This design comes from an exercise in tuning for a short achievable clock period on the open sky130 flow, not from production work. RTL that was checked went through simulation tests only; none was proved equivalent to the original. Only the layout flow was run in run 3; the RTL was not checked for function there.

<file path="design/flow/config.mk">
export PLATFORM = sky130hd
export DESIGN_NAME = spiking_neural_network
export DESIGN_NICKNAME = spiking_neural_network
export VERILOG_FILES = /design/flow/design.v
export SDC_FILE = /design/flow/constraint.sdc
export NUM_CORES = 4
export LEC_CHECK = 0
export CAP_MARGIN = 20
export CORE_MARGIN = 2
export CORE_UTILIZATION = 40
export PLACE_DENSITY = 0.6
export SETUP_SLACK_MARGIN = 5
export SLEW_MARGIN = 20
export SYNTH_HIERARCHICAL = 1
</file>
<file path="design/flow/constraint.sdc">
create_clock -name core_clock -period 10.0 [get_ports {clk}]
set_input_delay 2.0000 -clock core_clock [delete_from_list [all_inputs] [get_ports {clk}]]
set_output_delay 2.0000 -clock core_clock [all_outputs]
set_load 0.01 [all_outputs]
</file>
<file path="design/flow/design.v">
module pfx_n (
    input  logic g_hi, p_hi, g_lo, p_lo,
    output logic ng, np
);
    assign ng = ~(g_hi | (p_hi & g_lo));
    assign np = ~(p_hi & p_lo);
endmodule
module pfx_p (
    input  logic ng_hi, np_hi, ng_lo, np_lo,
    output logic g, p
);
    assign g = ~(ng_hi & (np_hi | ng_lo));
    assign p = ~(np_hi | np_lo);
endmodule
module ks_add #(
    parameter int W = 16
) (
    input  logic [W-1:0] a,
    input  logic [W-1:0] b,
    input  logic         cin,
    output logic [W-1:0] s
);
    localparam int L = $clog2(W);
    logic [W-1:0] p0;
    logic [W-1:0] g [0:L];
    logic [W-1:0] p [0:L];
    assign p0 = a ^ b;
    always_comb begin
        g[0] = a & b;
        g[0][0] = (a[0] & b[0]) | (p0[0] & cin);
    end
    assign p[0] = p0;
    genvar l, i;
    generate
        for (l = 1; l <= L; l++) begin : lvl
            for (i = 0; i < W; i++) begin : bit_
                if (i >= (1 << (l - 1))) begin : node
                    if (l % 2 == 1) begin : n
                        pfx_n u (.g_hi(g[l-1][i]), .p_hi(p[l-1][i]),
                                 .g_lo(g[l-1][i - (1 << (l - 1))]), .p_lo(p[l-1][i - (1 << (l - 1))]),
                                 .ng(g[l][i]), .np(p[l][i]));
                    end else begin : p_
                        pfx_p u (.ng_hi(g[l-1][i]), .np_hi(p[l-1][i]),
                                 .ng_lo(g[l-1][i - (1 << (l - 1))]), .np_lo(p[l-1][i - (1 << (l - 1))]),
                                 .g(g[l][i]), .p(p[l][i]));
                    end
                end else begin : pass
                    assign g[l][i] = ~g[l-1][i];
                    assign p[l][i] = ~p[l-1][i];
                end
            end
        end
    endgenerate
    logic [W-1:0] carry;    
    assign carry = (L % 2 == 1) ? {~g[L][W-2:0], cin} : {g[L][W-2:0], cin};
    assign s = p0 ^ carry;
endmodule
module csa #(
    parameter int W = 16
) (
    input  logic [W-1:0] a,
    input  logic [W-1:0] b,
    input  logic [W-1:0] c,
    output logic [W-1:0] s,
    output logic [W-1:0] c_out
);
    assign s     = a ^ b ^ c;
    assign c_out = (a & b) | (a & c) | (b & c);
endmodule
module lif_neuron #(
    parameter bit NEXT_OUT = 1    
) (
    input  logic clk,
    input  logic rst,
    input  logic [15:0] I_in,
    input  logic hold,
    input  logic [15:0] V_threshold,
    input  logic [17:0] n_leak,
    input  logic [17:0] c_x,
    input  logic [17:0] c_y,
    input  logic [15:0] V_max,
    input  logic [15:0] V_min,
    input  logic [4:0]  refr_reload,    
    output logic spike,
    output logic spike_next
);
    logic [15:0] V_mem;
    logic [4:0] refr_count;
    logic [17:0] v_x, i_x;
    assign v_x = {{2{V_mem[15]}}, V_mem};
    assign i_x = {{2{I_in[15]}}, I_in};
    logic [17:0] S, X, Y;
    logic [17:0] ss, sc, xs, xc, ys, yc;
    csa    #(18) u_cs (.a(v_x), .b(i_x), .c(n_leak), .s(ss), .c_out(sc));
    ks_add #(18) u_s  (.a(ss), .b({sc[16:0], 1'b0}), .cin(1'b1), .s(S));
    csa    #(18) u_cx (.a(v_x), .b(i_x), .c(c_x), .s(xs), .c_out(xc));
    ks_add #(18) u_x  (.a(xs), .b({xc[16:0], 1'b0}), .cin(1'b0), .s(X));
    csa    #(18) u_cy (.a(v_x), .b(i_x), .c(c_y), .s(ys), .c_out(yc));
    ks_add #(18) u_y  (.a(ys), .b({yc[16:0], 1'b0}), .cin(1'b0), .s(Y));
    logic wrapped, gt, lt;
    assign wrapped = S[17] ^ S[16];
    assign gt = ~(X[17] ^ wrapped);    
    assign lt = Y[17] ^ wrapped;       
    logic [15:0] V_sat;
    assign V_sat = gt ? V_max : (lt ? V_min : S[15:0]);
    logic [16:0] d_thr;
    ks_add #(17) u_thr (.a({V_mem[15], V_mem}), .b(~{V_threshold[15], V_threshold}),
                        .cin(1'b1), .s(d_thr));
    logic refr_zero, fire;
    assign refr_zero = (refr_count == 5'd0);
    assign fire = refr_zero & ~d_thr[16];
    generate
        if (NEXT_OUT) begin : g_next
            assign spike_next = hold ? spike : fire;
        end else begin : g_no_next
            assign spike_next = 1'b0;
        end
    endgenerate
    always_ff @(posedge clk or posedge rst) begin
        if (rst) begin
            V_mem      <= '0;
            spike      <= 1'b0;
            refr_count <= '0;
        end else begin
            if (!hold) begin
                spike <= fire;
                if (!refr_zero) begin
                    refr_count <= refr_count - 5'd1;
                end else if (fire) begin
                    V_mem      <= '0;
                    refr_count <= refr_reload;
                end else begin
                    V_mem      <= V_sat;
                end
            end
        end
    end
endmodule
module spiking_neural_network #(
    parameter int WIDTH = 16,       
    parameter int N_INPUT = 4,      
    parameter int N_OUTPUT = 3      
) (
    input  logic clk, rst,
    input  logic [N_INPUT*WIDTH-1:0] I_in,  
    input  logic load_params,   
    input  logic [WIDTH-1:0] new_V_threshold, new_leak_factor, new_refr_period,
    input  logic signed [WIDTH-1:0] new_V_max, new_V_min,
    input  logic [N_INPUT*N_OUTPUT*WIDTH-1:0] synapses,  
    output logic [N_OUTPUT-1:0] spike_L2   
);
    logic [15:0] V_threshold, V_max, V_min;
    logic [17:0] n_leak, c_x, c_y;
    logic [4:0]  refr_reload;    
    logic [17:0] nl_x, nmax_x, nmin_x;
    assign nl_x   = ~{{2{new_leak_factor[15]}}, new_leak_factor};
    assign nmax_x = ~{{2{new_V_max[15]}}, new_V_max};
    assign nmin_x = ~{{2{new_V_min[15]}}, new_V_min};
    logic [16:0] d_lim;
    ks_add #(17) u_lim (.a({new_V_max[15], new_V_max}), .b(~{new_V_min[15], new_V_min}),
                        .cin(1'b1), .s(d_lim));
    logic adj;
    assign adj = d_lim[16];
    logic [15:0] min_p1;
    ks_add #(16) u_inc (.a(new_V_min), .b(16'd0), .cin(1'b1), .s(min_p1));
    logic [17:0] cx_a, cx_b, cx_w, cy_n, cys, cyc;
    ks_add #(18) u_cxa (.a(nl_x), .b(nmax_x), .cin(1'b1), .s(cx_a));
    ks_add #(18) u_cxb (.a(nl_x), .b(nmin_x), .cin(1'b0), .s(cx_b));
    assign cx_w = {nl_x[17:15] + 3'd1, nl_x[14:0]};
    logic min_top;
    assign min_top = (new_V_min == 16'h7fff);
    csa    #(18) u_cyc (.a(nl_x), .b(nmin_x), .c(18'd2), .s(cys), .c_out(cyc));
    ks_add #(18) u_cy  (.a(cys), .b({cyc[16:0], 1'b0}), .cin(1'b0), .s(cy_n));
    localparam logic [17:0] CX_RST = -18'sd100 - 18'sd32767 - 18'sd1;
    localparam logic [17:0] CY_RST = -18'sd100 + 18'sd32768;
    always_ff @(posedge clk or posedge rst) begin
        if (rst) begin
            V_threshold <= 16'd30000;
            n_leak      <= ~18'd100;
            V_max       <= 16'h7fff;
            V_min       <= 16'h8000;
            c_x         <= CX_RST;
            c_y         <= CY_RST;
            refr_reload <= 5'd9;
        end else if (load_params) begin
            V_threshold <= new_V_threshold;
            n_leak      <= nl_x;
            V_max       <= adj ? min_p1 : new_V_max;
            V_min       <= new_V_min;
            c_x         <= adj ? (min_top ? cx_w : cx_b) : cx_a;
            c_y         <= cy_n;
            refr_reload <= new_refr_period[4:0] - 5'd1;
        end
    end
    logic [15:0] d_V_threshold, d_V_max, d_V_min;
    logic [17:0] d_n_leak, d_c_x, d_c_y;
    logic [4:0]  d_refr_reload;
    always_ff @(posedge clk or posedge rst) begin
        if (rst) begin
            d_V_threshold <= 16'd30000;
            d_n_leak      <= ~18'd100;
            d_V_max       <= 16'h7fff;
            d_V_min       <= 16'h8000;
            d_c_x         <= CX_RST;
            d_c_y         <= CY_RST;
            d_refr_reload <= 5'd9;
        end else begin
            d_V_threshold <= V_threshold;
            d_n_leak      <= n_leak;
            d_V_max       <= V_max;
            d_V_min       <= V_min;
            d_c_x         <= c_x;
            d_c_y         <= c_y;
            d_refr_reload <= refr_reload;
        end
    end
    logic [N_INPUT*WIDTH-1:0] I_in_d;
    always_ff @(posedge clk) I_in_d <= I_in;
    logic load_d;
    always_ff @(posedge clk or posedge rst) begin
        if (rst) load_d <= 1'b1;
        else     load_d <= load_params;
    end
    logic [N_INPUT*N_OUTPUT*WIDTH-1:0] weights;
    always_ff @(posedge clk) begin
        if (load_params) weights <= synapses;
    end
    logic [N_INPUT-1:0] spike_L1;    
    logic [N_INPUT-1:0] spike_L1_late;
    logic [WIDTH-1:0] I_syn [N_OUTPUT];
    genvar i;
    generate
        for (i = 0; i < N_INPUT; i++) begin : L1_NEURONS
            lif_neuron #(.NEXT_OUT(1)) neuron_L1 (
                .clk(clk), .rst(rst),
                .I_in(I_in_d[i*WIDTH +: WIDTH]),
                .hold(load_d),
                .V_threshold(d_V_threshold), .n_leak(d_n_leak), .c_x(d_c_x), .c_y(d_c_y),
                .V_max(d_V_max), .V_min(d_V_min), .refr_reload(d_refr_reload),
                .spike(spike_L1_late[i]),
                .spike_next(spike_L1[i])
            );
        end
    endgenerate
    genvar o, k;
    generate
        for (o = 0; o < N_OUTPUT; o++) begin : SYN
            logic [WIDTH-1:0] sum [N_INPUT];
            for (k = 0; k < N_INPUT; k++) begin : ADD
                ks_add #(WIDTH) u_syn (.a(I_syn[o]), .b(weights[(k*N_OUTPUT+o)*WIDTH +: WIDTH]),
                                       .cin(1'b0), .s(sum[k]));
            end
            always_ff @(posedge clk or posedge rst) begin
                if (rst)              I_syn[o] <= '0;
                else if (spike_L1[3]) I_syn[o] <= sum[3];
                else if (spike_L1[2]) I_syn[o] <= sum[2];
                else if (spike_L1[1]) I_syn[o] <= sum[1];
                else if (spike_L1[0]) I_syn[o] <= sum[0];
                else                  I_syn[o] <= '0;
            end
        end
    endgenerate
    logic [N_OUTPUT-1:0] spike_L2_next;
    generate
        for (o = 0; o < N_OUTPUT; o++) begin : L2_NEURONS
            lif_neuron #(.NEXT_OUT(0)) neuron_L2 (
                .clk(clk), .rst(rst),
                .I_in(I_syn[o]),
                .hold(load_params),
                .V_threshold(V_threshold), .n_leak(n_leak), .c_x(c_x), .c_y(c_y),
                .V_max(V_max), .V_min(V_min), .refr_reload(refr_reload),
                .spike(spike_L2[o]),
                .spike_next(spike_L2_next[o])
            );
        end
    endgenerate
endmodule
</file>
<file path="design/flow/run.sh">
#!/bin/bash
# synth_recipe.tcl (not shown) runs the flow's synth.tcl, then flattens the netlist and writes it again
# the make line also repeats each setting of config.mk as NAME=value (left out here)
make -C /OpenROAD-flow-scripts/flow DESIGN_CONFIG=/design/flow/config.mk WORK_HOME=/design/flow/orfs CLKGATE_MAP_FILE= SYNTH_SCRIPT=/design/flow/synth_recipe.tcl finish
</file>
==> results of run 1 <==
==> worst register-to-register path: cells and delay by family, from the launching register on <==
kind                       cells  cell delay (ns)
buffers and inverters          4             1.02
xor gates and xnor gates       1             0.79
DFF                            1             0.61
and+or+nand+nor                1             0.24
AOI/OAI and AO/OA              7             1.68
adders and majority gates      1             0.30
==> timing repair <==
item | CTS | global route
buffers inserted | 0 | 1
endpoints found under the setup margin | 0 | 20
resized for setup | 0 | 2
==> cells in the final DEF (no fill, tap or decap), types with 36 or more instances in the layout <==
cell and instances:
a21oi_1 86, a21oi_2 859, a221oi_1 47, clkbuf_16 87, clkdlybuf4s50_1 329, conb_1 101, dfrtp_1 288, dfstp_2 125
dfxtp_1 64, edfxtp_1 192, fa_1 441, ha_1 694, inv_1 495, mux2_2 71, mux2i_1 161, nand2_1 862
nor2_1 503, nor2b_1 97, o211ai_1 40, o21ai_0 104, o21ai_2 610, o221ai_1 36, o31ai_1 100, or3_1 78
xnor2_1 152, xor2_1 205
==> registers in the layout, indices dropped and copies added, names as in the netlist, 4 cells and up <==
| signal | cells |
|---|---|
| d_n_leak | 16 |
| d_refr_reload | 5 |
| d_V_min | 16 |
| d_V_max | 16 |
| L1_NEURONS.neuron_L1.V_mem | 64 |
| I_in_d | 64 |
| c_y | 18 |
| weights | 192 |
| L1_NEURONS.neuron_L1.refr_count | 20 |
| d_c_y | 18 |
| d_V_threshold | 16 |
| n_leak | 16 |
| V_threshold | 16 |
| V_max | 16 |
| L2_NEURONS.neuron_L2.refr_count | 15 |
| V_min | 16 |
| c_x | 18 |
| refr_reload | 5 |
| L1_NEURONS.neuron_L1.spike | 4 |
| L2_NEURONS.neuron_L2.V_mem | 48 |
| I_syn | 48 |
| d_c_x | 18 |
==> path summary, 6_finish.rpt <==
check	cells after the start	slack (ns)	endpoint
setup reg to reg	14	5.22	I_syn[2][4]$_DFF_PP0_
hold reg to reg	0	0.44	d_V_max[2]$_DFF_PP1_
hold / removal	0	0.44	d_V_max[2]$_DFF_PP1_
setup / recovery	14	5.22	I_syn[2][4]$_DFF_PP0_
max in group asynchronous	4	6.15	I_syn[2][8]$_DFF_PP0_
min in group asynchronous	2	2.09	L1_NEURONS[2].neuron_L1.refr_count[0]$_DFFE_PP0P_
==> routing by layer <==
| layer | GRT usage (%) | share of wire (%) | wire length [µm] |
|---|---|---|---|
| met2 | 44.12 | 47 | 110900 |
| met5 | 0 | 0.011 | 27 |
| met4 | 14.18 | 6.1 | 14500 |
| met1 | 33.56 | 41 | 97620 |
| met3 | 4.133 | 5.6 | 13150 |
==> final cells by class <==
class	instances	area, µm²	share of cell area (%)
Antenna cell	5	12.51	0.01596
Clock buffer	108	2336	2.980
Clock inverter	54	650.6	0.8300
Inverter	498	1873	2.390
Multi-Input combinational cell	5672	49410	63.04
Sequential cell	669	17540	22.37
Tap cell	2310	2890	3.687
Timing Repair Buffer	370	3672	4.685
==> flow_summary.toml, run 1 <==
[status]
status = "no timing/DRC/antenna violations"

[clock_tree]
cts_tree = "yes"
hold_buffers = 0
clkTransAtPathRegs_ns = 0.06
cts_buffer_depth = 3
cts_buffers = 86
htree_levels = 3
cts_sinks = 669
cts_root_buf = "clkbuf_16"
clk_latency_ns = 0.73

[route]
ant_nets = 0
wl_per_cell_um = 24.39
vias_per_cell = 5.541
vias = 53670
detailedRoute.firstPassIterationCount = 6
route.detailed.drc = 0
drtIter0Drc = 3652
wirelength_mm = 236.2

[sta]
finClkSkew_ns = 0.02758
maxSlewViolCount = 0
grt_setup_unrepaired = "false"
report.final.hold_viol_count = 0
worst_pin_slew_ns = 1.096
holdWs_ns = 0.4410
slew_headroom_pct = 26.66
period_needed_ns = 4.781
layout_setup_ws_ns = 5.219
period_share_pct = 47.81
max_freq_ghz = 0.2092
setup-tns-final_ns = 0
setup_viol = 0

[cells_and_area]
areaGrowthSynthToFinish_pct = 13.24
nNetsFinal = 8771
fin_area_mm2 = 0.07839
drive_gt1_share_pct = 26.37
stdcell_count = 9686
fin_util_pct = 45.64
nFillCells = 16320

[global_route]
grt_max_degree = 162
grt_pass1_vias = 54540
gr-total-overflow = 0
grt_usage_pct = 26.71
grt_pass1_wl_mm = 345.4
antenna_found_initial = 10

[place]
dp_slack_ns = 4.472
dp_cells = 9515
portBuffers = 330
place_hpwl_mm = 194.0
gp_congestion = 0.9838
placed_area_mm2 = 0.07530

[die]
fp-row-count = 152
fp.dieH_um = 420
fp.coreArea_mm2 = 0.1717
initial_utilization_pct = 40.31
dieArea_mm2 = 0.1764
ios = 342
die_w_um = 420

[flow_run]
cap_violations = 0

[setup_path]
cp_slowest_cell = "xor3_1"
start_kind = "flop"
worstSetupEndpointType = "flop"
crit_required_ns = 10.57
arrival_ns = 5.35
cp_top_family = "compound AO/OA/AOI/OAI gates"
critPathKind = "flop to flop"
crit_chain = "inv_1 -> ha_1 -> a21oi_2 -> o21ai_2 -> a21oi_2 -> o21ai_2 -> xor3_1 -> inv_1 -> nand2_1 -> o21ai_4 -> buf_4 -> buf_4 -> a221oi_1 -> o31ai_1"
timing.rr.start = "d_V_threshold[5]$_DFF_PP1_"
critPathBufInv = 4
max_stage_delay_ns = 0.79
crit_fanout = 67
crit_start = "d_V_threshold[5]$_DFF_PP1_"

[logic_synthesis]
syn-cell-area_mm2 = 0.06922
avgSynthCellArea_um2 = 9.997
yosys_warnings = 345
netlist_instances = 6924

[min_path]
hp-class = "flop to flop"
worst_hold_startpoint = "V_max[2]$_DFFE_PP1P_"
==> run 2, diff against run 1 <==
==> design/flow/flow/run.sh (new file) <==
#!/bin/bash
# The standard layout, with the timing repair aiming below the clock
# period (setup margin) so that it keeps improving paths that already meet
# the period. The clock, constraints and every other step are unchanged.
set -euo pipefail
bash standard.sh SETUP_SLACK_MARGIN=7.5 finish > standard_flow.log 2>&1
==> design/flow/standard.sh (new file) <==
#!/bin/bash
# synth_recipe.tcl (not shown) runs the flow's synth.tcl, then flattens the netlist and writes it again
# the make line also repeats each setting of config.mk as NAME=value (left out here)
make -C /OpenROAD-flow-scripts/flow DESIGN_CONFIG=/design/flow/config.mk WORK_HOME=/design/flow/orfs CLKGATE_MAP_FILE= SYNTH_SCRIPT=/design/flow/synth_recipe.tcl "${@:-finish}"
--- a/design/flow/config.mk
+++ b/design/flow/config.mk
@@ -11,3 +11,2 @@
 export PLACE_DENSITY = 0.6
-export SETUP_SLACK_MARGIN = 5
 export SLEW_MARGIN = 20
removed: design/flow/run.sh
==> flow_summary.toml, run 2 <==
[status]
status = "no timing/DRC/antenna violations"

[logic_synthesis]
netlist_instances = 6924
avgSynthCellArea_um2 = 9.997
yosys_warnings = 345
syn-cell-area_mm2 = 0.06922

[die]
fp.dieH_um = 420
die_w_um = 420
ios = 342
fp.coreArea_mm2 = 0.1717
fp-row-count = 152
dieArea_mm2 = 0.1764
initial_utilization_pct = 40.31

[place]
portBuffers = 330
dp_cells = 9513
gp_congestion = 0.9713
place_hpwl_mm = 197.4

[setup_path]
timing.rr.start = "d_n_leak[12]$_DFF_PP1_"
r2r-end = "L1_NEURONS[2].neuron_L1.V_mem[4]$_DFFE_PP0P_"
endpoint = "L1_NEURONS[2].neuron_L1.V_mem[4]$_DFFE_PP0P_"
reg2reg_depth = 16
start_kind = "flop"
cp_top_family = "compound AO/OA/AOI/OAI gates"
crit_start = "d_n_leak[12]$_DFF_PP1_"
crit_chain = "buf_4 -> fa_1 -> ha_4 -> a21oi_4 -> o21ai_2 -> a21oi_2 -> o21ai_2 -> a21oi_2 -> xnor3_2 -> buf_12 -> xor2_4 -> buf_6 -> buf_16 -> or3_1 -> o211ai_1 -> o31ai_2"
ff2ff_setup_slack_ns = 6.06
critPathBufInv = 4
crit_required_ns = 10.59
arrival_ns = 4.52
critical_path_cell_count = 16
critPathKind = "flop to flop"
max_stage_delay_ns = 0.67
crit_fanout = 5
cp_slowest_cell = "dfstp_2"
worstSetupEndpointType = "flop"

[sta]
grt_setup_unrepaired = "true"
max_freq_ghz = 0.2538
report.final.hold_viol_count = 0
period_needed_ns = 3.939
slew_headroom_pct = 30.96
maxSlewViolCount = 0
worst_pin_slew_ns = 1.036
period_share_pct = 39.39
setup_viol = 0
setup-tns-final_ns = 0
finClkSkew_ns = 0.03956

[global_route]
gr-total-overflow = 0
grt_pass1_wl_mm = 389.8
grt_pass1_vias = 59200
grt_usage_pct = 30.46
antenna_found_initial = 21
grt_max_degree = 78

[min_path]
hold_depth = 0
hp-class = "flop to flop"

[clock_tree]
cts_tree = "yes"
cts_buffers = 86
cts_buffer_depth = 3
cts_root_buf = "clkbuf_16"
clk_latency_ns = 0.76
cts_sinks = 669
htree_levels = 3
hold_buffers = 0
clkTransAtPathRegs_ns = 0.07

[cells_and_area]
reg_top3 = "weights (192), I_in_d (64), L1_NEURONS.neuron_L1.V_mem (64)"
largest_register = "weights"
multi_input_area_mm2 = 0.05578
nFillCells = 14880
areaGrowthSynthToFinish_pct = 33.41
drive_gt1_share_pct = 43.14
seqCellArea_mm2 = 0.01787
layout_common_cells = "804 x a21oi_2, 799 x nand2_1, 606 x o21ai_2"
nNetsFinal = 9334
stdcell_count = 10250
largest_register_ffs = 192
final_common_cell = "a21oi_2"

[route]
wl_per_cell_um = 26.75
route.detailed.drc = 0
ant_nets = 0
detailedRoute.firstPassIterationCount = 5
drtIter0Drc = 3958
vias_per_cell = 5.659
vias = 57990
wirelength_mm = 274.1

[flow_run]
cap_violations = 0
-- run 2: area by class of cell --
cell class	count	area share, %
diodes	6	0.01626
flip-flops and latches	669	19.35
clock inverters	50	0.6408
clock buffers	110	2.566
multi-input cells	5687	60.40
repair buffers	918	11.63
inverters	498	2.265
well taps	2310	3.130
-- run 2: what timing repair did --
item	CTS	global route
setup buffers	358	123
pin swaps	365	219
cloned	69	19
endpoints found under the setup margin	833	500
gates resized for setup	1105	371
-- run 2: stage by stage --
stage,area (µm²),hold WS [ns],worst slack (ns),util (%)
after floorplan,72230,0.3736,4.688,-
after CTS,89280,0.4721,6.185,51.99
final,92350,0.4764,6.061,53.78
after global routing,92340,0.4771,6.005,53.77
after detailed placement,77390,0.4607,4.623,45.07
after global placement,77390,0.4544,4.652,45.07
-- run 2: worst reg2reg max path, stage by stage (launching register included) --
cell      delay [ns]
dfstp_2         0.67
buf_4           0.17
fa_1            0.43
ha_4            0.27
a21oi_4         0.16
o21ai_2         0.09
a21oi_2         0.15
o21ai_2         0.07
a21oi_2         0.19
xnor3_2         0.35
buf_12          0.17
xor2_4          0.19
buf_6           0.14
buf_16          0.13
or3_1           0.34
o211ai_1        0.13
o31ai_2         0.11
-- run 2: per-layer routing --
layer	vias up	GRT usage (%)	wire [µm]
met1	28860	37.48	108700
met4	6	19.63	21250
met5	-	0	41
met3	686	4.865	16720
met2	2136	49.58	127400
li1	26310	-	-
-- run 2: how the worst min path moves through the flow --
stage                     slack, ns                          end                        start
after floorplan                0.37  d_V_threshold[10]$_DFF_PP1_  V_threshold[10]$_DFFE_PP1P_
after global placement         0.45         d_V_max[5]$_DFF_PP1_         V_max[5]$_DFFE_PP1P_
after detailed placement       0.46         d_V_max[5]$_DFF_PP1_         V_max[5]$_DFFE_PP1P_
after CTS                      0.47         d_V_max[8]$_DFF_PP1_         V_max[8]$_DFFE_PP1P_
after global routing           0.48   d_V_threshold[8]$_DFF_PP1_   V_threshold[8]$_DFFE_PP1P_
final                          0.48         d_V_max[5]$_DFF_PP1_         V_max[5]$_DFFE_PP1P_
==> run 3, diff against run 2 <==
--- a/design/flow/design.v
+++ b/design/flow/design.v
@@ -1,14 +1,13 @@
-module pfx_n (
+module pfx_gp (
     input  logic g_hi, p_hi, g_lo, p_lo,
-    output logic ng, np
-);
-    assign ng = ~(g_hi | (p_hi & g_lo));
-    assign np = ~(p_hi & p_lo);
-endmodule
-module pfx_p (
-    input  logic ng_hi, np_hi, ng_lo, np_lo,
     output logic g, p
 );
-    assign g = ~(ng_hi & (np_hi | ng_lo));
-    assign p = ~(np_hi | np_lo);
+    assign g = g_hi | (p_hi & g_lo);
+    assign p = p_hi & p_lo;
+endmodule
+module pfx_g (
+    input  logic g_hi, p_hi, g_lo,
+    output logic g
+);
+    assign g = g_hi | (p_hi & g_lo);
 endmodule
@@ -23,3 +22,3 @@
     localparam int L = $clog2(W);
-    logic [W-1:0] p0;
+    logic [W-1:0] p0, g0;
     logic [W-1:0] g [0:L];
@@ -27,7 +26,7 @@
     assign p0 = a ^ b;
-    always_comb begin
-        g[0] = a & b;
-        g[0][0] = (a[0] & b[0]) | (p0[0] & cin);
-    end
-    assign p[0] = p0;
+    assign g0 = a & b;
+    pfx_g u_cin (.g_hi(g0[0]), .p_hi(p0[0]), .g_lo(cin), .g(g[0][0]));
+    assign p[0][0] = p0[0];
+    assign g[0][W-1:1] = g0[W-1:1];
+    assign p[0][W-1:1] = p0[W-1:1];
     genvar l, i;
@@ -37,14 +36,8 @@
                 if (i >= (1 << (l - 1))) begin : node
-                    if (l % 2 == 1) begin : n
-                        pfx_n u (.g_hi(g[l-1][i]), .p_hi(p[l-1][i]),
-                                 .g_lo(g[l-1][i - (1 << (l - 1))]), .p_lo(p[l-1][i - (1 << (l - 1))]),
-                                 .ng(g[l][i]), .np(p[l][i]));
-                    end else begin : p_
-                        pfx_p u (.ng_hi(g[l-1][i]), .np_hi(p[l-1][i]),
-                                 .ng_lo(g[l-1][i - (1 << (l - 1))]), .np_lo(p[l-1][i - (1 << (l - 1))]),
-                                 .g(g[l][i]), .p(p[l][i]));
-                    end
+                    pfx_gp u (.g_hi(g[l-1][i]), .p_hi(p[l-1][i]),
+                              .g_lo(g[l-1][i - (1 << (l - 1))]), .p_lo(p[l-1][i - (1 << (l - 1))]),
+                              .g(g[l][i]), .p(p[l][i]));
                 end else begin : pass
-                    assign g[l][i] = ~g[l-1][i];
-                    assign p[l][i] = ~p[l-1][i];
+                    assign g[l][i] = g[l-1][i];
+                    assign p[l][i] = p[l-1][i];
                 end
@@ -53,5 +46,3 @@
     endgenerate
-    logic [W-1:0] carry;    
-    assign carry = (L % 2 == 1) ? {~g[L][W-2:0], cin} : {g[L][W-2:0], cin};
-    assign s = p0 ^ carry;
+    assign s = p0 ^ {g[L][W-2:0], cin};
 endmodule
@@ -69,5 +60,3 @@
 endmodule
-module lif_neuron #(
-    parameter bit NEXT_OUT = 1    
-) (
+module lif_neuron (
     input  logic clk,
@@ -111,9 +100,3 @@
     assign fire = refr_zero & ~d_thr[16];
-    generate
-        if (NEXT_OUT) begin : g_next
-            assign spike_next = hold ? spike : fire;
-        end else begin : g_no_next
-            assign spike_next = 1'b0;
-        end
-    endgenerate
+    assign spike_next = hold ? spike : fire;
     always_ff @(posedge clk or posedge rst) begin
@@ -124,4 +107,4 @@
         end else begin
+            spike <= spike_next;
             if (!hold) begin
-                spike <= fire;
                 if (!refr_zero) begin
@@ -233,3 +216,3 @@
         for (i = 0; i < N_INPUT; i++) begin : L1_NEURONS
-            lif_neuron #(.NEXT_OUT(1)) neuron_L1 (
+            lif_neuron neuron_L1 (
                 .clk(clk), .rst(rst),
@@ -265,3 +248,3 @@
         for (o = 0; o < N_OUTPUT; o++) begin : L2_NEURONS
-            lif_neuron #(.NEXT_OUT(0)) neuron_L2 (
+            lif_neuron neuron_L2 (
                 .clk(clk), .rst(rst),
==> design/flow/run.sh (new file) <==
#!/bin/bash
# synth_recipe.tcl (not shown) runs the flow's synth.tcl, then flattens the netlist and writes it again
# the make line also repeats each setting of config.mk as NAME=value (left out here)
make -C /OpenROAD-flow-scripts/flow DESIGN_CONFIG=/design/flow/config.mk WORK_HOME=/design/flow/orfs CLKGATE_MAP_FILE= SYNTH_SCRIPT=/design/flow/synth_recipe.tcl finish
--- a/design/flow/config.mk
+++ b/design/flow/config.mk
@@ -11,2 +11,3 @@
 export PLACE_DENSITY = 0.6
+export SETUP_SLACK_MARGIN = 5
 export SLEW_MARGIN = 20
removed: design/flow/flow/run.sh
removed: design/flow/standard.sh
==> flow_summary.toml, run 3 <==
[status]
status = "no timing/DRC/antenna violations"

[place]
portBuffers = 330
place_hpwl_mm = 201.5
gp_congestion = 0.9505

[global_route]
grt_pass1_wl_mm = 370.6
gr-total-overflow = 0
grt_max_degree = 108
grt_pass1_vias = 56010
antenna_found_initial = 12
grt_usage_pct = 28.21

[clock_tree]
htree_levels = 3
cts_buffers = 86
cts_root_buf = "clkbuf_16"
clkTransAtPathRegs_ns = 0.06
hold_buffers = 0
cts_sinks = 669
cts_tree = "yes"
clk_latency_ns = 0.75
cts_buffer_depth = 3

[logic_synthesis]
yosys_warnings = 28
syn-cell-area_mm2 = 0.07016
avgSynthCellArea_um2 = 10.12
netlist_instances = 6933

[setup_path]
r2r-end = "I_syn[2][1]$_DFF_PP0_"
critPathKind = "flop to flop"
timing.rr.start = "L1_NEURONS[1].neuron_L1.V_mem[0]$_DFFE_PP0P_"
crit_required_ns = 10.58
endpoint = "I_syn[2][1]$_DFF_PP0_"
reg2reg_depth = 15
worstSetupEndpointType = "flop"
arrival_ns = 5.34
crit_fanout = 51
start_kind = "flop"
ff2ff_setup_slack_ns = 5.23
crit_start = "L1_NEURONS[1].neuron_L1.V_mem[0]$_DFFE_PP0P_"

[cells_and_area]
nNetsFinal = 8815
largest_register_ffs = 192
areaGrowthSynthToFinish_pct = 13.28
final_common_cell = "a21o_1"
layout_common_cells = "1521 x a21o_1, 1081 x and2_1, 739 x ha_1"
largest_register = "weights"
drive_gt1_share_pct = 6.663
reg_top3 = "weights (192), I_in_d (64), L1_NEURONS.neuron_L1.V_mem (64)"

[route]
vias_per_cell = 5.709
ant_nets = 0
drtIter0Drc = 4466
route.detailed.drc = 0
vias = 55670
wirelength_mm = 257.0
wl_per_cell_um = 26.36
detailedRoute.firstPassIterationCount = 8

[sta]
period_share_pct = 47.69
holdWs_ns = 0.4682
maxSlewViolCount = 0
period_needed_ns = 4.769
max_freq_ghz = 0.2097
slew_headroom_pct = 24.86
worst_pin_slew_ns = 1.127
setup_viol = 0
grt_setup_unrepaired = "false"
setup-tns-final_ns = 0
report.final.hold_viol_count = 0
finClkSkew_ns = 0.05238

[die]
fp.dieH_um = 422.8
die_w_um = 422.8
fp-row-count = 153
fp.coreArea_mm2 = 0.1740
ios = 342
initial_utilization_pct = 40.32
dieArea_mm2 = 0.1788

[min_path]
hp-class = "flop to flop"

[flow_run]
cap_violations = 0
-- run 3: final cells by class --
class                           instances  area, µm²
Fill cell                           16390      94540
Tap cell                             2325       2909
Timing Repair Buffer                  393       3805
Inverter                              229      863.3
Clock buffer                          115       2372
Sequential cell                       669      17540
Clock inverter                         46      520.5
Multi-Input combinational cell       5962      51430
Antenna cell                           13      32.53
-- run 3: worst max-delay path: stages, from the launching register on --
cell and delay, ns:
dfrtp_1 0.64, ha_1 0.32, a21o_1 0.18, a21o_1 0.17
a21o_1 0.19, a21o_1 0.28, a21o_1 0.23, xor3_2 0.43
inv_1 0.30, nand2_1 0.17, o21ai_4 0.16, buf_6 0.40
nor2b_4 0.07, buf_4 0.23, a221oi_1 0.59, o31ai_1 0.12
-- run 3: worst min-delay path by stage --
stage	endpoint	cells after the start	slack, ns	startpoint
after CTS	d_V_threshold[13]$_DFF_PP1_	0	0.47	V_threshold[13]$_DFFE_PP1P_
after global placement	d_V_threshold[13]$_DFF_PP1_	0	0.46	V_threshold[13]$_DFFE_PP1P_
final	d_V_threshold[12]$_DFF_PP1_	0	0.47	V_threshold[12]$_DFFE_PP1P_
after detailed placement	d_V_threshold[12]$_DFF_PP1_	0	0.46	V_threshold[12]$_DFFE_PP1P_
after floorplan	d_refr_reload[3]$_DFF_PP1_	0	0.37	refr_reload[3]$_DFFE_PP1P_
after global routing	d_V_threshold[13]$_DFF_PP1_	0	0.46	V_threshold[13]$_DFFE_PP1P_
-- run 3: per-layer routing --
metal	routed length (µm)	part of all wire, %	track usage [%]
met5	47	0.018	0
met4	17480	6.8	16.89
met3	15590	6.1	4.271
met2	116700	45	44.83
met1	107200	42	36.30
-- run 3: stage by stage --
step                util, %  instances  area, µm²  setup WS, ns
floorplan                 -       7041      70570         4.688
global placement      43.97       9575      76510         4.312
detailed placement    43.97       9575      76510         4.253
CTS                   45.63       9736      79410         5.010
global route          45.65       9739      79440         5.041
finish                45.67       9752      79470         5.231
-- run 3: timing repair --
action                     in CTS  in global routing
setup buffers                   0                  2
pin swaps                       0                  1
setup endpoints to repair      40                 49
gates resized for setup         3                  3
cloned                          0                  1
==> run 4, diff against run 3 <==
--- a/design/flow/design.v
+++ b/design/flow/design.v
@@ -1,13 +1,55 @@
-module pfx_gp (
+module pfx_n (
     input  logic g_hi, p_hi, g_lo, p_lo,
+    output logic ng, np
+);
+    assign ng = ~(g_hi | (p_hi & g_lo));
+    assign np = ~(p_hi & p_lo);
+endmodule
+module pfx_p (
+    input  logic ng_hi, np_hi, ng_lo, np_lo,
     output logic g, p
 );
-    assign g = g_hi | (p_hi & g_lo);
-    assign p = p_hi & p_lo;
-endmodule
-module pfx_g (
-    input  logic g_hi, p_hi, g_lo,
-    output logic g
-);
-    assign g = g_hi | (p_hi & g_lo);
+    assign g = ~(ng_hi & (np_hi | ng_lo));
+    assign p = ~(np_hi | np_lo);
+endmodule
+module ks_carry #(
+    parameter int W = 16
+) (
+    input  logic [W-1:0] a,
+    input  logic [W-1:0] b,
+    input  logic         cin,
+    output logic [W-1:0] p0,
+    output logic [W:0]   c
+);
+    localparam int L = $clog2(W);
+    logic [W-1:0] g [0:L];
+    logic [W-1:0] p [0:L];
+    assign p0 = a ^ b;
+    always_comb begin
+        g[0] = a & b;
+        g[0][0] = (a[0] & b[0]) | (p0[0] & cin);
+    end
+    assign p[0] = p0;
+    genvar l, i;
+    generate
+        for (l = 1; l <= L; l++) begin : lvl
+            for (i = 0; i < W; i++) begin : bit_
+                if (i >= (1 << (l - 1))) begin : node
+                    if (l % 2 == 1) begin : n
+                        pfx_n u (.g_hi(g[l-1][i]), .p_hi(p[l-1][i]),
+                                 .g_lo(g[l-1][i - (1 << (l - 1))]), .p_lo(p[l-1][i - (1 << (l - 1))]),
+                                 .ng(g[l][i]), .np(p[l][i]));
+                    end else begin : p_
+                        pfx_p u (.ng_hi(g[l-1][i]), .np_hi(p[l-1][i]),
+                                 .ng_lo(g[l-1][i - (1 << (l - 1))]), .np_lo(p[l-1][i - (1 << (l - 1))]),
+                                 .g(g[l][i]), .p(p[l][i]));
+                    end
+                end else begin : pass
+                    assign g[l][i] = ~g[l-1][i];
+                    assign p[l][i] = ~p[l-1][i];
+                end
+            end
+        end
+    endgenerate
+    assign c = (L % 2 == 1) ? {~g[L], cin} : {g[L], cin};
 endmodule
@@ -21,28 +63,29 @@
 );
-    localparam int L = $clog2(W);
-    logic [W-1:0] p0, g0;
-    logic [W-1:0] g [0:L];
-    logic [W-1:0] p [0:L];
-    assign p0 = a ^ b;
-    assign g0 = a & b;
-    pfx_g u_cin (.g_hi(g0[0]), .p_hi(p0[0]), .g_lo(cin), .g(g[0][0]));
-    assign p[0][0] = p0[0];
-    assign g[0][W-1:1] = g0[W-1:1];
-    assign p[0][W-1:1] = p0[W-1:1];
-    genvar l, i;
-    generate
-        for (l = 1; l <= L; l++) begin : lvl
-            for (i = 0; i < W; i++) begin : bit_
-                if (i >= (1 << (l - 1))) begin : node
-                    pfx_gp u (.g_hi(g[l-1][i]), .p_hi(p[l-1][i]),
-                              .g_lo(g[l-1][i - (1 << (l - 1))]), .p_lo(p[l-1][i - (1 << (l - 1))]),
-                              .g(g[l][i]), .p(p[l][i]));
-                end else begin : pass
-                    assign g[l][i] = g[l-1][i];
-                    assign p[l][i] = p[l-1][i];
-                end
-            end
-        end
-    endgenerate
-    assign s = p0 ^ {g[L][W-2:0], cin};
+    logic [W-1:0] p0;
+    logic [W:0] c;
+    ks_carry #(W) u_c (.a(a), .b(b), .cin(cin), .p0(p0), .c(c));
+    assign s = p0 ^ c[W-1:0];
+endmodule
+module mux_bit (
+    input  logic sel,
+    input  logic d1,
+    input  logic d0,
+    output logic y
+);
+    assign y = sel ? d1 : d0;
+endmodule
+module muxi_bit (
+    input  logic sel,
+    input  logic d1,
+    input  logic d0,
+    output logic y_n
+);
+    assign y_n = ~(sel ? d1 : d0);
+endmodule
+module xor_bit (
+    input  logic late,
+    input  logic early,
+    output logic y
+);
+    assign y = late ^ early;
 endmodule
@@ -60,3 +103,5 @@
 endmodule
-module lif_neuron (
+module lif_neuron #(
+    parameter bit NEXT_OUT = 1    
+) (
     input  logic clk,
@@ -80,16 +125,25 @@
     assign i_x = {{2{I_in[15]}}, I_in};
-    logic [17:0] S, X, Y;
     logic [17:0] ss, sc, xs, xc, ys, yc;
-    csa    #(18) u_cs (.a(v_x), .b(i_x), .c(n_leak), .s(ss), .c_out(sc));
-    ks_add #(18) u_s  (.a(ss), .b({sc[16:0], 1'b0}), .cin(1'b1), .s(S));
-    csa    #(18) u_cx (.a(v_x), .b(i_x), .c(c_x), .s(xs), .c_out(xc));
-    ks_add #(18) u_x  (.a(xs), .b({xc[16:0], 1'b0}), .cin(1'b0), .s(X));
-    csa    #(18) u_cy (.a(v_x), .b(i_x), .c(c_y), .s(ys), .c_out(yc));
-    ks_add #(18) u_y  (.a(ys), .b({yc[16:0], 1'b0}), .cin(1'b0), .s(Y));
-    logic wrapped, gt, lt;
-    assign wrapped = S[17] ^ S[16];
-    assign gt = ~(X[17] ^ wrapped);    
-    assign lt = Y[17] ^ wrapped;       
-    logic [15:0] V_sat;
-    assign V_sat = gt ? V_max : (lt ? V_min : S[15:0]);
+    logic [17:0] s_b, x_b, y_b;
+    csa #(18) u_cs (.a(v_x), .b(i_x), .c(n_leak), .s(ss), .c_out(sc));
+    csa #(18) u_cx (.a(v_x), .b(i_x), .c(c_x), .s(xs), .c_out(xc));
+    csa #(18) u_cy (.a(v_x), .b(i_x), .c(c_y), .s(ys), .c_out(yc));
+    assign s_b = {sc[16:0], 1'b0};
+    assign x_b = {xc[16:0], 1'b0};
+    assign y_b = {yc[16:0], 1'b0};
+    logic [17:0] ps, px, py;
+    logic [18:0] cs, cx, cy;
+    ks_carry #(18) u_s (.a(ss), .b(s_b), .cin(1'b1), .p0(ps), .c(cs));
+    ks_carry #(18) u_x (.a(xs), .b(x_b), .cin(1'b0), .p0(px), .c(cx));
+    ks_carry #(18) u_y (.a(ys), .b(y_b), .cin(1'b0), .p0(py), .c(cy));
+    logic gen16, kill16, w0, w1;
+    assign gen16  = ss[16] & s_b[16];
+    assign kill16 = ~(ss[16] | s_b[16]);
+    assign w0 = ps[16] ^ ps[17] ^ gen16;     
+    assign w1 = ps[16] ^ ps[17] ^ kill16;    
+    logic gt_w, lt_w, gt, lt;
+    mux_bit u_gtw (.sel(cs[16]), .d1(~(px[17] ^ w1)), .d0(~(px[17] ^ w0)), .y(gt_w));
+    mux_bit u_ltw (.sel(cs[16]), .d1(py[17] ^ w1), .d0(py[17] ^ w0), .y(lt_w));
+    xor_bit u_gt (.late(cx[17]), .early(gt_w), .y(gt));
+    xor_bit u_lt (.late(cy[17]), .early(lt_w), .y(lt));
     logic [16:0] d_thr;
@@ -100,19 +154,38 @@
     assign fire = refr_zero & ~d_thr[16];
-    assign spike_next = hold ? spike : fire;
+    logic [15:0] a0, b0, c0, a_n, b_v, c_v, r_n, v_next, s_lo;
+    assign s_lo = ps[15:0] ^ cs[15:0];
+    assign a0 = ~refr_zero ? V_mem : (fire ? 16'd0 : V_max);
+    assign b0 = ~refr_zero ? V_mem : (fire ? 16'd0 : V_min);
+    assign c0 = ~refr_zero ? V_mem : (fire ? 16'd0 : s_lo);
+    genvar i;
+    generate
+        for (i = 0; i < 16; i++) begin : SEL
+            muxi_bit u_ha (.sel(hold), .d1(V_mem[i]), .d0(a0[i]), .y_n(a_n[i]));
+            mux_bit  u_hb (.sel(hold), .d1(V_mem[i]), .d0(b0[i]), .y(b_v[i]));
+            mux_bit  u_hc (.sel(hold), .d1(V_mem[i]), .d0(c0[i]), .y(c_v[i]));
+            muxi_bit u_lt (.sel(lt), .d1(b_v[i]), .d0(c_v[i]), .y_n(r_n[i]));
+            muxi_bit u_gt (.sel(gt), .d1(a_n[i]), .d0(r_n[i]), .y_n(v_next[i]));
+        end
+    endgenerate
+    generate
+        if (NEXT_OUT) begin : g_next
+            assign spike_next = hold ? spike : fire;
+        end else begin : g_no_next
+            assign spike_next = 1'b0;
+        end
+    endgenerate
+    always_ff @(posedge clk or posedge rst) begin
+        if (rst) V_mem <= '0;
+        else     V_mem <= v_next;
+    end
     always_ff @(posedge clk or posedge rst) begin
         if (rst) begin
-            V_mem      <= '0;
             spike      <= 1'b0;
             refr_count <= '0;
-        end else begin
-            spike <= spike_next;
-            if (!hold) begin
-                if (!refr_zero) begin
-                    refr_count <= refr_count - 5'd1;
-                end else if (fire) begin
-                    V_mem      <= '0;
-                    refr_count <= refr_reload;
-                end else begin
-                    V_mem      <= V_sat;
-                end
+        end else if (!hold) begin
+            spike <= fire;
+            if (!refr_zero) begin
+                refr_count <= refr_count - 5'd1;
+            end else if (fire) begin
+                refr_count <= refr_reload;
             end
@@ -216,3 +289,3 @@
         for (i = 0; i < N_INPUT; i++) begin : L1_NEURONS
-            lif_neuron neuron_L1 (
+            lif_neuron #(.NEXT_OUT(1)) neuron_L1 (
                 .clk(clk), .rst(rst),
@@ -248,3 +321,3 @@
         for (o = 0; o < N_OUTPUT; o++) begin : L2_NEURONS
-            lif_neuron neuron_L2 (
+            lif_neuron #(.NEXT_OUT(0)) neuron_L2 (
                 .clk(clk), .rst(rst),
==> design/flow/flow/run.sh (new file) <==
#!/bin/bash
# The standard layout, with the timing repair aiming below the clock
# period (setup margin) so that it keeps improving paths that already meet
# the period. The clock, constraints and every other step are unchanged.
set -euo pipefail
bash standard.sh SETUP_SLACK_MARGIN=7.5 finish > standard_flow.log 2>&1
==> design/flow/standard.sh (new file) <==
#!/bin/bash
# synth_recipe.tcl (not shown) runs the flow's synth.tcl, then flattens the netlist and writes it again
# the make line also repeats each setting of config.mk as NAME=value (left out here)
make -C /OpenROAD-flow-scripts/flow DESIGN_CONFIG=/design/flow/config.mk WORK_HOME=/design/flow/orfs CLKGATE_MAP_FILE= SYNTH_SCRIPT=/design/flow/synth_recipe.tcl "${@:-finish}"
--- a/design/flow/config.mk
+++ b/design/flow/config.mk
@@ -11,3 +11,2 @@
 export PLACE_DENSITY = 0.6
-export SETUP_SLACK_MARGIN = 5
 export SLEW_MARGIN = 20
removed: design/flow/run.sh
==> flow_summary.toml, run 4 <==
[logic_synthesis]
avgSynthCellArea_um2 = 10.40
syn-cell-area_mm2 = 0.07460
netlist_instances = 7174
yosys_warnings = 345

[clock_tree]
clk_latency_ns = 0.79
htree_levels = 3
cts_buffer_depth = 3
clkTransAtPathRegs_ns = 0.06
cts_tree = "yes"
cts_root_buf = "clkbuf_16"
cts_buffers = 87
cts_sinks = 669
hold_buffers = 0

[global_route]
met1_usage_pct = 36.37
grt_pass1_wl_mm = 396.7
gr-total-overflow = 0
grt_usage_pct = 28.43
grt_max_degree = 106
antenna_found_initial = 20
gr-usage-met3_pct = 4.137
gr-usage-met2_pct = 46.38
grt_pass1_vias = 59390
grt-busiest-layer = "met2"

[sta]
period_share_pct = 35.56
max_freq_ghz = 0.2812
worst_pin_slew_ns = 1.293
finClkSkew_ns = 0.09414
maxSlewViolCount = 0
grt_setup_unrepaired = "true"
setup_viol = 0
slew_headroom_pct = 13.56
setup-tns-final_ns = 0
period_needed_ns = 3.556
report.final.hold_viol_count = 0

[route]
wl_per_cell_um = 26.54
detailedRoute.firstPassIterationCount = 5
wirelength_mm = 278.0
vias_per_cell = 5.579
drtIter0Drc = 4012
ant_nets = 0
route.detailed.drc = 0
vias = 58430

[setup_path]
timing.rr.start = "n_leak[0]$_DFFE_PP1P_"
r2r-end = "L2_NEURONS[0].neuron_L2.V_mem[12]$_DFF_PP0_"
arrival_ns = 4.18
critPathKind = "primary input to flop"
worstSetupEndpointType = "flop"
critPathBufInv = 3
crit_required_ns = 10.62
crit_start = "new_leak_factor[15]"
cp_slowest_cell = "fa_1"
crit_chain = "buf_8 -> clkinvlp_4 -> fa_1 -> ha_4 -> a21oi_2 -> o21ai_2 -> a21oi_2 -> o21ai_2 -> a21oi_2 -> inv_1 -> xor2_1 -> mux2_4"
cp_top_family = "adder cells"
max_stage_delay_ns = 0.63
ff2ff_setup_slack_ns = 6.48
crit_fanout = 4
reg2reg_depth = 14
start_kind = "primary input"
cpMostUsedCell = "a21oi_2"

[cells_and_area]
multi_input_area_mm2 = 0.05982
areaGrowthSynthToFinish_pct = 27.77
fin_util_pct = 51.40
drive_gt1_share_pct = 43.20
largest_register = "weights"
nFillCells = 16400
seqCellArea_mm2 = 0.01788
reg_top3 = "weights (192), I_in_d (64), L1_NEURONS.neuron_L1.V_mem (64)"
stdcell_count = 10470
final_common_cell = "a21oi_2"
nNetsFinal = 9435
largest_register_ffs = 192
layout_common_cells = "797 x a21oi_2, 688 x nand2_1, 628 x ha_1"

[die]
dieArea_mm2 = 0.1900
fp.dieH_um = 435.9
ios = 342
initial_utilization_pct = 40.23
fp-row-count = 158
die_w_um = 435.9
fp.coreArea_mm2 = 0.1854

[flow_run]
cap_violations = 0

[min_path]
worst_hold_startpoint = "refr_reload[3]$_DFFE_PP1P_"
whs_endpoint = "d_refr_reload[3]$_DFF_PP1_"
hold_depth = 0
hp-class = "flop to flop"

[place]
place_hpwl_mm = 194.0
portBuffers = 330
gp_congestion = 0.9555
dp_cells = 9769

[status]
status = "no timing/DRC/antenna violations"
run 4: how the worst max path moves through the flow:
stage                                                  end  slack (ns)  cells after the start
4_1_cts                                c_y[17]$_DFFE_PP0P_        6.47                     12
5_1_grt        L2_NEURONS[0].neuron_L2.V_mem[13]$_DFF_PP0_        6.41                     14
3_5_place_dp                          V_max[1]$_DFFE_PP1P_        4.57                     12
2_1_floorplan                        I_syn[0][0]$_DFF_PP0_        4.69                      1
3_3_place_gp                          V_max[1]$_DFFE_PP1P_        4.59                     11
6_report                               c_y[17]$_DFFE_PP0P_        6.44                     12
run 4: metal layers:
| layer | wire length, µm | vias up |
|---|---|---|
| met3 | 15440 | 575 |
| met4 | 17610 | 16 |
| met2 | 130000 | 1789 |
| met5 | 113 | - |
| met1 | 114800 | 29210 |
| li1 | - | 26840 |
run 4: what timing repair did:
| item | 4_1_cts | 5_1_grt |
|---|---|---|
| endpoints found under the hold margin | 0 | 0 |
| setup buffers | 351 | 116 |
| gates cloned | 61 | 10 |
| endpoints found under the setup margin | 682 | 438 |
| pin swaps | 290 | 207 |
| gates resized for setup | 1004 | 283 |
run 4: layout make-up:
| class | count | area share, % |
|---|---|---|
| diodes | 4 | 0.01050 |
| flip-flops and latches | 669 | 18.76 |
| inverters | 393 | 1.785 |
| clock inverters | 54 | 0.6603 |
| multi-input cells | 5895 | 62.76 |
| clock buffers | 109 | 2.466 |
| well taps | 2480 | 3.255 |
| repair buffers | 870 | 10.31 |
run 4: per-stage QoR:
| stage | hold slack, ns | instance area, µm² | setup slack, ns |
|---|---|---|---|
| after floorplan | 0.3731 | 77990 | 4.688 |
| after global placement | 0.4347 | 81660 | 4.592 |
| after detailed placement | 0.4352 | 81660 | 4.567 |
| after CTS | 0.4375 | 92880 | 6.470 |
| after global routing | 0.4655 | 95310 | 6.414 |
| final | 0.4635 | 95320 | 6.444 |
==> run 5, diff against run 4 <==
--- a/design/flow/design.v
+++ b/design/flow/design.v
@@ -84,2 +84,9 @@
 endmodule
+module xnor_bit (
+    input  logic late,
+    input  logic early,
+    output logic y
+);
+    assign y = ~(late ^ early);
+endmodule
 module xor_bit (
@@ -143,7 +150,13 @@
     assign w1 = ps[16] ^ ps[17] ^ kill16;    
-    logic gt_w, lt_w, gt, lt;
-    mux_bit u_gtw (.sel(cs[16]), .d1(~(px[17] ^ w1)), .d0(~(px[17] ^ w0)), .y(gt_w));
-    mux_bit u_ltw (.sel(cs[16]), .d1(py[17] ^ w1), .d0(py[17] ^ w0), .y(lt_w));
-    xor_bit u_gt (.late(cx[17]), .early(gt_w), .y(gt));
-    xor_bit u_lt (.late(cy[17]), .early(lt_w), .y(lt));
+    logic gt_wn, lt_wn;
+    logic [1:0] gt, lt;
+    muxi_bit u_gtw (.sel(cs[16]), .d1(px[17] ^ w1), .d0(px[17] ^ w0), .y_n(gt_wn));
+    muxi_bit u_ltw (.sel(cs[16]), .d1(py[17] ^ w1), .d0(py[17] ^ w0), .y_n(lt_wn));
+    genvar h;
+    generate
+        for (h = 0; h < 2; h++) begin : GL
+            xor_bit  u_gt (.late(cx[17]), .early(gt_wn), .y(gt[h]));
+            xnor_bit u_lt (.late(cy[17]), .early(lt_wn), .y(lt[h]));
+        end
+    endgenerate
     logic [16:0] d_thr;
@@ -165,4 +178,4 @@
             mux_bit  u_hc (.sel(hold), .d1(V_mem[i]), .d0(c0[i]), .y(c_v[i]));
-            muxi_bit u_lt (.sel(lt), .d1(b_v[i]), .d0(c_v[i]), .y_n(r_n[i]));
-            muxi_bit u_gt (.sel(gt), .d1(a_n[i]), .d0(r_n[i]), .y_n(v_next[i]));
+            muxi_bit u_lt (.sel(lt[i / 8]), .d1(b_v[i]), .d0(c_v[i]), .y_n(r_n[i]));
+            muxi_bit u_gt (.sel(gt[i / 8]), .d1(a_n[i]), .d0(r_n[i]), .y_n(v_next[i]));
         end
@@ -227,3 +240,4 @@
     assign min_top = (new_V_min == 16'h7fff);
-    csa    #(18) u_cyc (.a(nl_x), .b(nmin_x), .c(18'd2), .s(cys), .c_out(cyc));
+    assign cys = nl_x ^ nmin_x ^ 18'd2;
+    assign cyc = (nl_x & nmin_x) | ((nl_x | nmin_x) & 18'd2);
     ks_add #(18) u_cy  (.a(cys), .b({cyc[16:0], 1'b0}), .cin(1'b0), .s(cy_n));
==> flow_summary.toml, run 5 <==
[status]
status = "no timing/DRC/antenna violations"

[die]
fp.coreArea_mm2 = 0.1850
initial_utilization_pct = 40.19
dieArea_mm2 = 0.1894
fp-row-count = 158
ios = 342
die_w_um = 435.2
fp.dieH_um = 435.2

[clock_tree]
htree_levels = 3
clk_latency_ns = 0.76
clkTransAtPathRegs_ns = 0.06
cts_tree = "yes"
cts_buffer_depth = 3
cts_root_buf = "clkbuf_16"
cts_sinks = 669
cts_buffers = 86

[global_route]
grt_max_degree = 83
grt_pass1_vias = 59220
grt_usage_pct = 27.53
gr-total-overflow = 0
antenna_found_initial = 14
grt_pass1_wl_mm = 386.6

[cells_and_area]
areaGrowthSynthToFinish_pct = 28.22
drive_gt1_share_pct = 43.16
fin_util_pct = 51.54
largest_register = "weights"
final_common_cell = "a21oi_2"
nNetsFinal = 9374
largest_register_ffs = 192
layout_common_cells = "824 x a21oi_2, 697 x nand2_1, 617 x ha_1"
fin_area_mm2 = 0.09536
reg_top3 = "weights (192), I_in_d (64), L1_NEURONS.neuron_L1.V_mem (64)"

[route]
detailedRoute.firstPassIterationCount = 5
wirelength_mm = 269.5
drtIter0Drc = 3756
route.detailed.drc = 0
ant_nets = 0
wl_per_cell_um = 25.87
vias = 58020
vias_per_cell = 5.571

[setup_path]
start_kind = "primary input"
r2r-end = "L2_NEURONS[2].neuron_L2.V_mem[1]$_DFF_PP0_"
ff2ff_setup_slack_ns = 6.61
crit_required_ns = 10.61
worstSetupEndpointType = "flop"
crit_start = "new_V_min[4]"
arrival_ns = 4.06
reg2reg_depth = 13
critPathKind = "primary input to flop"
timing.rr.start = "n_leak[0]$_DFFE_PP1P_"
crit_fanout = 4

[sta]
grt_setup_unrepaired = "true"
period_needed_ns = 3.451
setup-tns-final_ns = 0
period_share_pct = 34.51
report.final.hold_viol_count = 0
finClkSkew_ns = 0.04099
worst_pin_slew_ns = 0.9736
maxSlewViolCount = 0
layout_setup_ws_ns = 6.549
setup_viol = 0
max_freq_ghz = 0.2898
slew_headroom_pct = 34.18

[min_path]
hold_depth = 0
whs_endpoint = "d_refr_reload[3]$_DFF_PP1_"
worst_hold_startpoint = "refr_reload[3]$_DFFE_PP1P_"
hp-class = "flop to flop"

[logic_synthesis]
yosys_warnings = 345
syn-cell-area_mm2 = 0.07437
avgSynthCellArea_um2 = 10.37
netlist_instances = 7169

[place]
placed_area_mm2 = 0.08158
gp_congestion = 0.9168
place_hpwl_mm = 195.9
dp_slack_ns = 4.569
portBuffers = 330

[flow_run]
cap_violations = 0
-- run 5: final cells by class --
cell class                      instances  area, µm²
Clock buffer                          103       2266
Inverter                              374       1539
Timing Repair Buffer                  843       9769
Tap cell                             2480       3103
Multi-Input combinational cell       5883      59940
Clock inverter                         59      869.6
Fill cell                           16420      89680
Antenna cell                            4      10.01
Sequential cell                       669      17870
-- run 5: metrics by stage --
step                      hold WS, ns  cells
after global routing           0.4275  10410
after floorplan                0.3731   7282
after CTS                      0.4292  10290
after detailed placement       0.4209   9772
after global placement         0.4199   9769
final                          0.4287  10420
-- run 5: repair_timing --
item | CTS | global route
setup endpoints to repair | 745 | 404
gates cloned | 35 | 16
resized for setup | 967 | 278
buffers inserted | 324 | 102
pin swaps | 289 | 180
hold buffers | 0 | 0
-- run 5: how the worst max path moves through the flow --
stage,cells after the start,endpoint,slack [ns]
after floorplan,1,I_syn[0][0]$_DFF_PP0_,4.69
after global placement,11,V_max[4]$_DFFE_PP1P_,4.58
after detailed placement,11,V_max[5]$_DFFE_PP1P_,4.57
after CTS,1,spike_L2[2],6.63
after global routing,13,L2_NEURONS[2].neuron_L2.V_mem[6]$_DFF_PP0_,6.53
final,13,c_y[15]$_DFFE_PP0P_,6.55
-- run 5: metal layers --
layer / global-route usage [%] / routed length (µm) / vias up
met1: 35.01 / 112000 / 29110
met2: 45.54 / 126500 / 1658
met5: 0 / 87 / -
li1: - / - / 26700
met4: 14.12 / 16370 / 12
met3: 3.827 / 14480 / 535
-- run 5: critical path, stage by stage --
cell        delay, ns
buf_12           0.09
clkinvlp_4       0.20
ha_4             0.34
ha_4             0.21
a21oi_4          0.16
buf_4            0.14
buf_6            0.09
buf_6            0.09
o21ai_4          0.06
a21oi_4          0.17
o21ai_2          0.09
xor2_1           0.16
mux2_4           0.25

## separate check: timing with driven ports
Ports are ideal in the flow. The routed layouts listed here were re-timed in OpenROAD.
Step 1 (the two cells are an assumption about what drives the block):
set clk [get_ports {clk}]
set_driving_cell -lib_cell sky130_fd_sc_hd__clkbuf_16 $clk
set_driving_cell -lib_cell sky130_fd_sc_hd__buf_2 [delete_from_list [all_inputs] $clk]
Step 2 also shifts input and output timing later by t, the mid clock arrival at the registers, as if the neighbouring blocks saw the same clock.
a / b / c = ideal / step 1 / step 2; a / b = the first two.
| run | t (ns) | setup slack, ns | worst slew at a driven data input, ns |
|---|---|---|---|
| run 1 | 0.805 | 5.219 / 5.219 / 4.709 | 0.12 |
| run 2 | 0.830 | 6.061 / 6.061 / 5.599 | 0.25 |
| run 3 | 0.815 | 5.231 / 5.231 / 4.562 | 0.09 |
| run 4 | 0.832 | 6.444 / 6.458 / 5.626 | 0.39 |
| run 5 | 0.829 | 6.549 / 6.576 / 5.748 | 0.29 |
After both steps every run listed still meets setup and hold. For run 4, which loses most, drivers alone change the setup slack by +0.014 ns; drivers and shift together by -0.818 ns.
